From an optimization exercise on the open Yosys and OpenROAD flow, aimed at small area; shortcuts taken in it are not production practice. In this exercise RTL edits were held to simulation tests only and were not proved equivalent to the original. No activity file was given, so power comes from the tool's default toggle rates.

old:
==> flow/design.v <==
`timescale 1ns / 1ps
module dm_hold #(parameter W = 1) (
    input  [W-1:0] en, hold,
    input  [W-1:0] nd, q,
    output [W-1:0] d
);
    assign d = (en & nd) | (hold & q);
endmodule
module dm_aoi3 #(parameter W = 1) (
    input  [3*W-1:0] s,
    input  [3*W-1:0] d,
    output [W-1:0]   y
);
    assign y = ~((s[0 +: W] & d[0 +: W]) | (s[W +: W] & d[W +: W]) | (s[2*W +: W] & d[2*W +: W]));
endmodule
module dm_aoi2 #(parameter W = 1) (
    input  [2*W-1:0] s,
    input  [2*W-1:0] d,
    output [W-1:0]   y
);
    assign y = ~((s[0 +: W] & d[0 +: W]) | (s[W +: W] & d[W +: W]));
endmodule
module dm_aosel #(parameter N = 3, parameter W = 1, parameter GATE = 0) (
    input  [N-1:0]   s,
    input  [N*W-1:0] d,
    input            gate,
    output [W-1:0]   y
);
    localparam G3 = N / 3;
    localparam R  = N - 3 * G3;
    localparam G  = G3 + (R != 0);
    wire [G*W-1:0] gn;
    genvar g, b;
    generate
        for (g = 0; g < G3; g = g + 1) begin : g_grp
            dm_aoi3 #(.W(W)) u (.s({{W{s[3*g+2]}}, {W{s[3*g+1]}}, {W{s[3*g]}}}), .d(d[3*g*W +: 3*W]), .y(gn[g*W +: W]));
        end
        if (R == 2) begin : g_r2
            dm_aoi2 #(.W(W)) u (.s({{W{s[N-1]}}, {W{s[N-2]}}}), .d(d[(N-2)*W +: 2*W]), .y(gn[(G-1)*W +: W]));
        end else if (R == 1) begin : g_r1
            assign gn[(G-1)*W +: W] = ~({W{s[N-1]}} & d[(N-1)*W +: W]);
        end
        for (b = 0; b < W; b = b + 1) begin : g_bit
            wire [G-1:0] col;
            for (g = 0; g < G; g = g + 1) begin : g_col
                assign col[g] = gn[g*W + b];
            end
            if (GATE) begin : g_gate
                assign y[b] = gate & ~&col;
            end else begin : g_nogate
                assign y[b] = ~&col;
            end
        end
    endgenerate
endmodule
module dm_newline (
    input          wr,
    input  [1:0]   wsel,
    input  [31:0]  wd,
    input  [127:0] md,
    output [127:0] nd
);
    genvar k;
    generate
        for (k = 0; k < 4; k = k + 1) begin : g_w
            assign nd[32*k +: 32] = (wr && wsel == k) ? wd : md[32*k +: 32];
        end
    endgenerate
endmodule
module dm_en (
    input  sel, wm,
    output en, hold
);
    assign en   = sel & wm;
    assign hold = ~(sel & wm);
endmodule
module direct_mapped_low_power_fixed (
    input  clk, reset,
    input  cpu_req, cpu_write,
    input  [31:0] cpu_addr,
    input  [31:0] cpu_write_data,
    output hit, miss,
    output [31:0] cpu_read_data,
    output [1:0] accessed_bank,
    output mem_req, mem_write,
    output reg [31:0] mem_addr,
    output reg [31:0] mem_write_data,
    input  [127:0] mem_read_data
);
wire [22:0] tag_in = cpu_addr[31:9];
wire [4:0]  idx    = cpu_addr[8:4];
wire [1:0]  wsel   = cpu_addr[3:2];
reg  [31:0]      valid;
reg  [32*23-1:0] tags;      
reg  [4095:0]    data;      
genvar l, k, b, h;
wire [31:0] lsel;
generate
    for (l = 0; l < 32; l = l + 1) begin : g_lsel
        assign lsel[l] = (idx == l);
    end
endgenerate
wire [22:0] cur_tag;
dm_aosel #(.N(32), .W(23)) u_tag_rd (.s(lsel), .d(tags), .gate(1'b1), .y(cur_tag));
wire cur_valid = |(lsel & valid);
wire cache_hit = cur_valid && (cur_tag == tag_in);
wire [3:0]   wmask;
wire [255:0] new_line;    
wire [127:0] den;
wire [31:0]  ten;
wire [31:0]  sel_l;
generate
    for (k = 0; k < 4; k = k + 1) begin : g_new
        wire wr_here = cpu_write && (wsel == k);
        assign wmask[k] = !cache_hit || wr_here;
    end
    for (l = 0; l < 2; l = l + 1) begin : g_nd
        dm_newline u (.wr(cpu_write), .wsel(wsel), .wd(cpu_write_data), .md(mem_read_data),
                      .nd(new_line[128*l +: 128]));
    end
    for (l = 0; l < 32; l = l + 1) begin : g_en
        wire sel = cpu_req && lsel[l];
        assign sel_l[l] = sel;
        assign ten[l] = sel && !cache_hit;
        for (k = 0; k < 4; k = k + 1) begin : g_word
            assign den[l*4 + k] = sel && wmask[k];
        end
    end
endgenerate
wire [32*23-1:0] tags_d;
wire [4095:0]    data_d;
generate
    for (l = 0; l < 32; l = l + 1) begin : g_hold_line
        dm_hold #(.W(23)) u_tag (.en({23{ten[l]}}), .hold({23{~ten[l]}}), .nd(tag_in),
                                 .q(tags[l*23 +: 23]), .d(tags_d[l*23 +: 23]));
        for (k = 0; k < 4; k = k + 1) begin : g_word
            for (h = 0; h < 2; h = h + 1) begin : g_half
                wire en, hold;
                dm_en ue (.sel(sel_l[l]), .wm(wmask[k]), .en(en), .hold(hold));
                dm_hold #(.W(16)) u (.en({16{en}}), .hold({16{hold}}),
                                 .nd(new_line[128*(l/16) + 32*k + 16*h +: 16]),
                                 .q(data[(l*4 + k)*32 + 16*h +: 16]),
                                 .d(data_d[(l*4 + k)*32 + 16*h +: 16]));
            end
        end
    end
endgenerate
always @(posedge clk) begin
    tags <= tags_d;
    data <= data_d;
end
always @(posedge clk or posedge reset)
    if (reset) valid <= 32'b0;
    else if (cpu_req && !cache_hit) valid <= valid | lsel;
reg       any_r, hit_r, wr_r;
reg [1:0] bank_r;
reg [2:0] line_r;
reg [1:0] word_r;
always @(posedge clk or posedge reset)
    if (reset) begin
        any_r  <= 1'b0;
        hit_r  <= 1'b0;
        wr_r   <= 1'b0;
        bank_r <= 2'b0;
    end else if (cpu_req) begin
        any_r  <= 1'b1;
        hit_r  <= cache_hit;
        wr_r   <= cpu_write;
        bank_r <= idx[4:3];
    end
always @(posedge clk)
    if (cpu_req) begin
        line_r <= idx[2:0];
        word_r <= wsel;
    end
always @(posedge clk or posedge reset)
    if (reset) begin
        mem_addr       <= 32'b0;
        mem_write_data <= 32'b0;
    end else if (cpu_req) begin
        if (cpu_write) begin
            mem_addr       <= cpu_addr;
            mem_write_data <= cpu_write_data;
        end else if (!cache_hit) begin
            mem_addr <= {cpu_addr[28:6], cpu_addr[8:4], 4'b0000};
        end
    end
wire rd_r = any_r & ~wr_r;
wire [6:0] rword = {bank_r, line_r, word_r};
wire [127:0] rsel;
generate
    for (k = 0; k < 128; k = k + 1) begin : g_rsel
        assign rsel[k] = (rword == k);
    end
endgenerate
dm_aosel #(.N(128), .W(32), .GATE(1)) u_data_rd (.s(rsel), .d(data), .gate(rd_r), .y(cpu_read_data));
assign hit           = hit_r;
assign miss          = any_r & ~hit_r;
assign mem_req       = any_r & ~(hit_r & ~wr_r);
assign mem_write     = wr_r;
assign accessed_bank = bank_r;
endmodule
==> flow/config.mk <==
export PLATFORM = sky130hd
export DESIGN_NAME = direct_mapped_low_power_fixed
export DESIGN_NICKNAME = direct_mapped_low_power_fixed
export VERILOG_FILES = /design/flow/design.v
export SDC_FILE = /design/flow/constraint.sdc
export NUM_CORES = 8
export LEC_CHECK = 0
export CAP_MARGIN = 30
export CORE_MARGIN = 2
export CORE_UTILIZATION = 50
export CTS_CLUSTER_DIAMETER = 100
export CTS_CLUSTER_SIZE = 25
export PLACE_DENSITY = 0.6
export SLEW_MARGIN = 30
export SYNTH_HIERARCHICAL = 1
==> flow/constraint.sdc <==
create_clock -name core_clock -period 10.0 [get_ports {clk}]
set_input_delay 2.0000 -clock core_clock [delete_from_list [all_inputs] [get_ports {clk}]]
set_output_delay 2.0000 -clock core_clock [all_outputs]
set_load 0.01 [all_outputs]
standard.sh (not shown) runs the stock make flow with config.mk's settings and CLKGATE_MAP_FILE= SYNTH_SCRIPT=/design/flow/synth_recipe.tcl, a recipe that flattens the netlist after the stock synthesis.
==> flow/flow/run.sh <==
#!/bin/bash
set -euo pipefail
bash standard.sh "BUFFER_PORTS_ARGS=-buffer_cell sky130_fd_sc_hd__buf_1" finish > flow_standard.log 2>&1
[inputs] new vs old
==> flow/run.sh (new file) <==
#!/bin/bash
# synth_recipe.tcl (not shown) runs the flow's synth.tcl, then flattens the netlist and writes it again
# the make line also repeats each setting of config.mk as NAME=value (left out here)
make -C /OpenROAD-flow-scripts/flow DESIGN_CONFIG=/design/flow/config.mk WORK_HOME=/design/flow/orfs CLKGATE_MAP_FILE= SYNTH_SCRIPT=/design/flow/synth_recipe.tcl finish
removed: flow/flow/run.sh
removed: flow/standard.sh
==> run summary <==
Any difference in number of non-filler instances in the completed layout between old and new is small enough to ignore. Against old, new comes in 4.4 points higher on share of the clock period used by the worst path after layout. NOTE total power old->new increased slightly. Taking old as the reference point, the core utilization of new rises by 0.60 points.

separate check: timing with driven ports:
The results above use ideal ports. As a check the final layouts listed here were re-extracted and re-timed, cells and wires unchanged.
Step 1 (the two cells are an assumption about what drives the block):
set clk [get_ports {clk}]
set_driving_cell -lib_cell sky130_fd_sc_hd__clkbuf_16 $clk
set_driving_cell -lib_cell sky130_fd_sc_hd__buf_2 [delete_from_list [all_inputs] $clk]
Step 2, shift: input delay + t, output delay - t, t = (earliest + latest rising clock arrival at the registers) / 2. This alone moves slack from input paths to output paths.
a / b / c = ideal ports / drivers / drivers and shift; a / b = the first two.
run | t (ns) | setup slack, ns | worst setup path at the end
old | 1.128 | 1.918 / 1.971 / 0.872 | input to register
new | 1.121 | 1.476 / 1.499 / 0.438 | input to register
After both steps every run listed still meets setup and hold. The setup slack of old, which loses most, moves by +0.053 ns with the drivers and by -1.046 ns with both steps.
